Background: an optimization exercise with open tools, aiming at small area. Do not read the settings as production practice. In this exercise RTL edits were held to simulation tests only and were not proved equivalent to the original. No driver is modelled on the clock port, so clocking that relies on it looks cheaper here than on a real chip. No activity file was given, so power comes from the tool's default toggle rates.

==> inputs of wip/onyx <==
==> flow/design.v <==
`default_nettype none
module fp16_sum(input wire clk,input wire [15:0] num1,num2,output reg [15:0] out);
	localparam K = 7;
	function automatic [12:0] radd12(input [11:0] a, input [11:0] b, input ci);
		integer k;
		reg c;
		begin
			c = ci;
			for (k = 0; k < 12; k = k + 1) begin
				radd12[k] = a[k] ^ b[k] ^ c;
				c = (a[k] & b[k]) | (c & (a[k] ^ b[k]));
			end
			radd12[12] = c;
		end
	endfunction
	function automatic gt10(input [9:0] a, input [9:0] b);
		integer k;
		reg g;
		begin
			g = 1'b0;
			for (k = 0; k < 10; k = k + 1)
				g = (a[k] & ~b[k]) | (~(a[k] ^ b[k]) & g);
			gt10 = g;
		end
	endfunction
	wire [4:0]  e1   = num1[14:10];
	wire [4:0]  e2   = num2[14:10];
	wire [12:0] a12  = radd12({7'd0, e1}, {7'h7f, ~e2}, 1'b1);    
	wire [12:0] a21  = radd12({7'd0, e2}, {7'h7f, ~e1}, 1'b1);    
	wire        egt  = ~a12[12];                    
	wire        eeq  = e1 == e2;
	wire [4:0]  d    = egt ? a21[4:0] : a12[4:0];
	wire        swap = egt | (eeq & gt10(num2[9:0], num1[9:0]));    
	wire [9:0]  bm   = swap ? num2[9:0] : num1[9:0];
	wire [9:0]  sm   = swap ? num1[9:0] : num2[9:0];
	wire [10:0] sn   = {1'b1, sm} >> d;
	wire        sub  = num1[15] ^ num2[15];
	wire [12:0] lsum = radd12({{(12-K){1'b0}}, bm[K-1:0]}, {{(12-K){1'b0}}, sn[K-1:0] ^ {K{sub}}}, sub);
	reg        r1_sign, r1_sub;
	reg [4:0]  r1_exp;
	reg [9:K]  r1_bm;
	reg [10:K] r1_sn;
	reg [K:0]  r1_lo;        
	always @(posedge clk) begin
		r1_sign <= swap ? num2[15] : num1[15];
		r1_sub  <= sub;
		r1_exp  <= egt ? e2 : e1;
		r1_bm   <= bm[9:K];
		r1_sn   <= sn[10:K];
		r1_lo   <= lsum[K:0];
	end
	wire [12:0] ps  = radd12({{(K+1){1'b0}}, 1'b1, r1_bm}, {{(K+1){1'b0}}, r1_sn ^ {(11-K){r1_sub}}}, r1_lo[K]);
	wire [11:0] pre = {ps[11-K] ^ r1_sub, ps[10-K:0], r1_lo[K-1:0]};
	reg  [3:0]  p;
	integer i;
	always @* begin
		p = 4'd0;
		for (i = 0; i < 12; i = i + 1)
			if (pre[i]) p = i;
	end
	wire [11:0] x  = {pre[11:2], pre[1:0] & {2{~r1_sub}}};
	wire [11:0] xs = x << (4'd11 - p);
	wire        nz = |pre;
	wire [12:0] ee = radd12({7'd0, r1_exp}, {8'd0, p} + 12'hff6, 1'b0);
	wire [4:0]  re = nz ? ee[4:0] : 5'd0;
	wire [9:0]  rm = xs[10:1];
	reg [15:0] s2, s3, s4;
	always @(posedge clk) begin
		s2  <= {r1_sign, re, rm};
		s3  <= s2;
		s4  <= s3;
		out <= s4;
	end
endmodule
==> flow/flow/run.sh <==
#!/bin/bash
# The standard layout with three changes:
#  - synthesis maps with flow/abc.script and without the adder cell step;
#  - the port buffers are plain buf_1 cells.
set -euo pipefail
here=$(pwd)
inner=$(grep -o 'SYNTH_SCRIPT=[^ ]*' standard.sh | head -1 | cut -d= -f2-)
export OWN_INNER_SYNTH=$inner
export OWN_ABC_SCRIPT=$here/flow/abc.script
export BUFFER_PORTS_ARGS="-buffer_cell sky130_fd_sc_hd__buf_1"
export CTS_ARGS="-sink_clustering_enable -repair_clock_nets -dont_use_dummy_load"
sed "s#SYNTH_SCRIPT=[^ ]*#SYNTH_SCRIPT=$here/flow/synth.tcl ADDER_MAP_FILE=#" standard.sh > own.sh
bash own.sh > flow.log 2>&1
==> flow/flow/abc.script <==
strash
dch -f
map -D 3400 -B 0.2
strash
dch -f
map -D 3400 -B 0.2
topo
stime -c
buffer -c
upsize -c
dnsize -c
==> flow/flow/synth.tcl <==
# The standard flow's synthesis script, with our own ABC script for the technology
# mapping (the registers and their names are unchanged).
proc abc {args} {
  set i [lsearch -exact $args -script]
  if {$i >= 0} { lset args [expr {$i + 1}] $::env(OWN_ABC_SCRIPT) }
  yosys abc {*}$args
}
source $::env(OWN_INNER_SYNTH)
==> flow/standard.sh <==
#!/bin/bash
# synth_recipe.tcl (not shown) runs the flow's synth.tcl, then flattens the netlist and writes it again
# the make line also repeats each setting of config.mk as NAME=value (left out here)
make -C /OpenROAD-flow-scripts/flow DESIGN_CONFIG=/design/flow/config.mk WORK_HOME=/design/flow/orfs CLKGATE_MAP_FILE= SYNTH_SCRIPT=/design/flow/synth_recipe.tcl "${@:-finish}"
==> flow/config.mk <==
export PLATFORM = sky130hd
export DESIGN_NAME = fp16_sum
export DESIGN_NICKNAME = fp16_sum
export VERILOG_FILES = /design/flow/design.v
export SDC_FILE = /design/flow/constraint.sdc
export NUM_CORES = 4
export LEC_CHECK = 0
export ABC_AREA = 1
export CAP_MARGIN = 20
export CORE_MARGIN = 2
export CORE_UTILIZATION = 55
export SLEW_MARGIN = 20
==> flow/constraint.sdc <==
create_clock -name core_clock -period 4.5 [get_ports {clk}]
set_input_delay 0.9000 -clock core_clock [delete_from_list [all_inputs] [get_ports {clk}]]
set_output_delay 0.9000 -clock core_clock [all_outputs]
set_load 0.01 [all_outputs]
==> inputs of wip/lagoon, as changes to wip/onyx <==
--- a/flow/flow/run.sh
+++ b/flow/flow/run.sh
@@ -1,5 +1,6 @@
 #!/bin/bash
-# The standard layout with three changes:
+# The standard layout with these changes:
 #  - synthesis maps with flow/abc.script and without the adder cell step;
-#  - the port buffers are plain buf_1 cells.
+#  - the port buffers are plain buf_1 cells;
+#  - clock tree synthesis inserts no dummy loads.
 set -euo pipefail
@@ -11,2 +12,3 @@
 export CTS_ARGS="-sink_clustering_enable -repair_clock_nets -dont_use_dummy_load"
+export RECOVER_POWER=100
 sed "s#SYNTH_SCRIPT=[^ ]*#SYNTH_SCRIPT=$here/flow/synth.tcl ADDER_MAP_FILE=#" standard.sh > own.sh
GPL_TIMING_DRIVEN = 0   (was default)
==> inputs of wip/ember, as changes to wip/onyx <==
--- a/flow/flow/run.sh
+++ b/flow/flow/run.sh
@@ -1,5 +1,8 @@
 #!/bin/bash
-# The standard layout with three changes:
+# The standard layout with these changes:
 #  - synthesis maps with flow/abc.script and without the adder cell step;
-#  - the port buffers are plain buf_1 cells.
+#  - the port buffers are plain buf_1 cells;
+#  - clock tree synthesis inserts no dummy loads;
+#  - after clock tree synthesis, logic cells are downsized where timing allows
+#    (flow/post_cts.tcl), and the global-route step recovers power (RECOVER_POWER).
 set -euo pipefail
@@ -11,2 +14,4 @@
 export CTS_ARGS="-sink_clustering_enable -repair_clock_nets -dont_use_dummy_load"
+export RECOVER_POWER=100
+export POST_CTS_TCL=$here/flow/post_cts.tcl
 sed "s#SYNTH_SCRIPT=[^ ]*#SYNTH_SCRIPT=$here/flow/synth.tcl ADDER_MAP_FILE=#" standard.sh > own.sh
==> flow/flow/downsize.tcl (new file) <==
# Area recovery: give each logic cell the smallest drive strength of its
# function that keeps setup slack above a margin and adds no slew,
# capacitance or fanout violation. Registers keep their cell type.
proc own_cell_area {lib_cell_name} {
  set m [[ord::get_db] findMaster $lib_cell_name]
  return [expr {[$m getWidth] * [$m getHeight]}]
}
proc own_downsize {margin {parasitics -placement}} {
  estimate_parasitics $parasitics
  puts "area recovery: setup slack before [sta::worst_slack_cmd max]"
  set v0 [expr {[sta::max_slew_violation_count] + [sta::max_capacitance_violation_count] + [sta::max_fanout_violation_count]}]
  set saved 0
  set n 0
  foreach inst [get_cells *] {
    if {[catch {get_name [get_lib_cells -of_objects $inst]} cur]} { continue }
    if {![regexp {^(sky130_fd_sc_hd__[a-z0-9]+)_([0-9]+)$} $cur -> base drv]} { continue }
    if {[regexp {dfxtp|dfrtp|clkbuf|clkinv|tap|fill|decap|conb|dly} $base]} { continue }
    set best $cur
    set cands {}
    foreach lc [get_lib_cells ${base}_*] { lappend cands [get_name $lc] }
    foreach cand [lsort -dictionary $cands] {
      if {![regexp {^sky130_fd_sc_hd__[a-z0-9]+_([0-9]+)$} $cand -> cdrv]} { continue }
      if {$cdrv >= $drv} { continue }
      if {[own_cell_area $cand] >= [own_cell_area $best]} { continue }
      if {[[[ord::get_db] findMaster $cand] getWidth] > [[[ord::get_db] findMaster $cur] getWidth]} { continue }
      replace_cell $inst $cand
      set ok [expr {[sta::worst_slack_cmd max] >= $margin * 1e-9}]
      if {$ok} {
        set v [expr {[sta::max_slew_violation_count] + [sta::max_capacitance_violation_count] + [sta::max_fanout_violation_count]}]
        set ok [expr {$v <= $v0}]
      }
      if {$ok} {
        set saved [expr {$saved + [own_cell_area $best] - [own_cell_area $cand]}]
        set best $cand
        incr n
        break
      }
      replace_cell $inst $best
    }
  }
  puts "area recovery: $n cells downsized, [expr {$saved / 1e6}] um^2 saved, setup slack [sta::worst_slack_cmd max]"
}
==> flow/flow/post_cts.tcl (new file) <==
# After clock tree synthesis: area recovery by downsizing logic cells.
source [file join [file dirname [info script]] downsize.tcl]
own_downsize 0.4
CORE_UTILIZATION = 70   (was 55)
GPL_TIMING_DRIVEN = 0   (was default)
==> run summary <==
metric	wip/lagoon	wip/onyx	wip/ember
Status	no timing/DRC/antenna violations	no timing/DRC/antenna violations	no timing/DRC/antenna violations
HPWL after detailed placement	5400 um	5420 um	5620 um
Die area	7500 um^2	7500 um^2	5960 um^2
Internal	1620 uW	1640 uW	1650 uW
Cell count after placement	608	608	598
DRC violation total after the first TritonRoute iteration	93	100	152
Worst Setup Slack post-DPL	0.0216 ns	0.0815 ns	0.0543 ns
Worst R2R Path Depth	27	26	27
WHS Endpoint	out[8]	s3[4]	s4[3]
Wire length on met2	3270 um	3420 um	3770 um
Pin count of the biggest net entering global routing	16	22	15
WHS	0.309 ns	0.314 ns	0.304 ns
Combinational share of power	37.6%	37.5%	38.8%
Multi-input gate share of total cell area	41.1%	41.0%	40.2%
Final Util	62.0%	62.8%	80.7%
Clock root buffer master	clkbuf_8	clkbuf_8	-
Power Clock	387 uW	396 uW	395 uW
Arrival time at the worst endpoint	4.40 ns	4.19 ns	4.34 ns
Setup slack, reg-to-reg	0.57 ns	0.95 ns	0.52 ns
CTS Hold Buffers Added	0	0	-
Number of nets in the finished design	572	572	579
Critical-path cell with the highest stage delay	a32o_1	a32o_2	xor2_1
Post-CTS sizing	0	0	-
Slew at the pin closest to its max-slew limit	0.989 ns	0.580 ns	0.956 ns

-- separate check: timing with driven ports --
The flow's constraints put no driver on any port. The routed layouts listed below were extracted and timed again, unchanged, in two steps. Step 1, drivers: a clkbuf_16 drives clk and a buf_2 each remaining input, both assumed. Step 2 moves the port delays by t, midway between the first and last clock arrival at a register: inputs arrive t later, outputs are due t later. That takes back most of the time a late clock gives input paths. Slacks: no drivers / after step 1 / after step 2; pairs: no drivers / after step 1.
| run | t (ns) | setup WS [ns] | latest minus earliest clock arrival (ns) |
|---|---|---|---|
| wip/onyx | 0.361 | 0.527 / 0.535 / 0.174 | 0.020 / 0.021 |
| wip/lagoon | 0.356 | 0.344 / 0.351 / -0.005 | 0.028 / 0.028 |
| wip/ember | 0.360 | 0.426 / 0.432 / 0.072 | 0.023 / 0.024 |
With both steps, setup timing fails in wip/lagoon, where it was met with ideal ports. For wip/ember, which loses most, drivers alone change the setup slack by +0.006 ns; drivers and shift together by -0.354 ns.
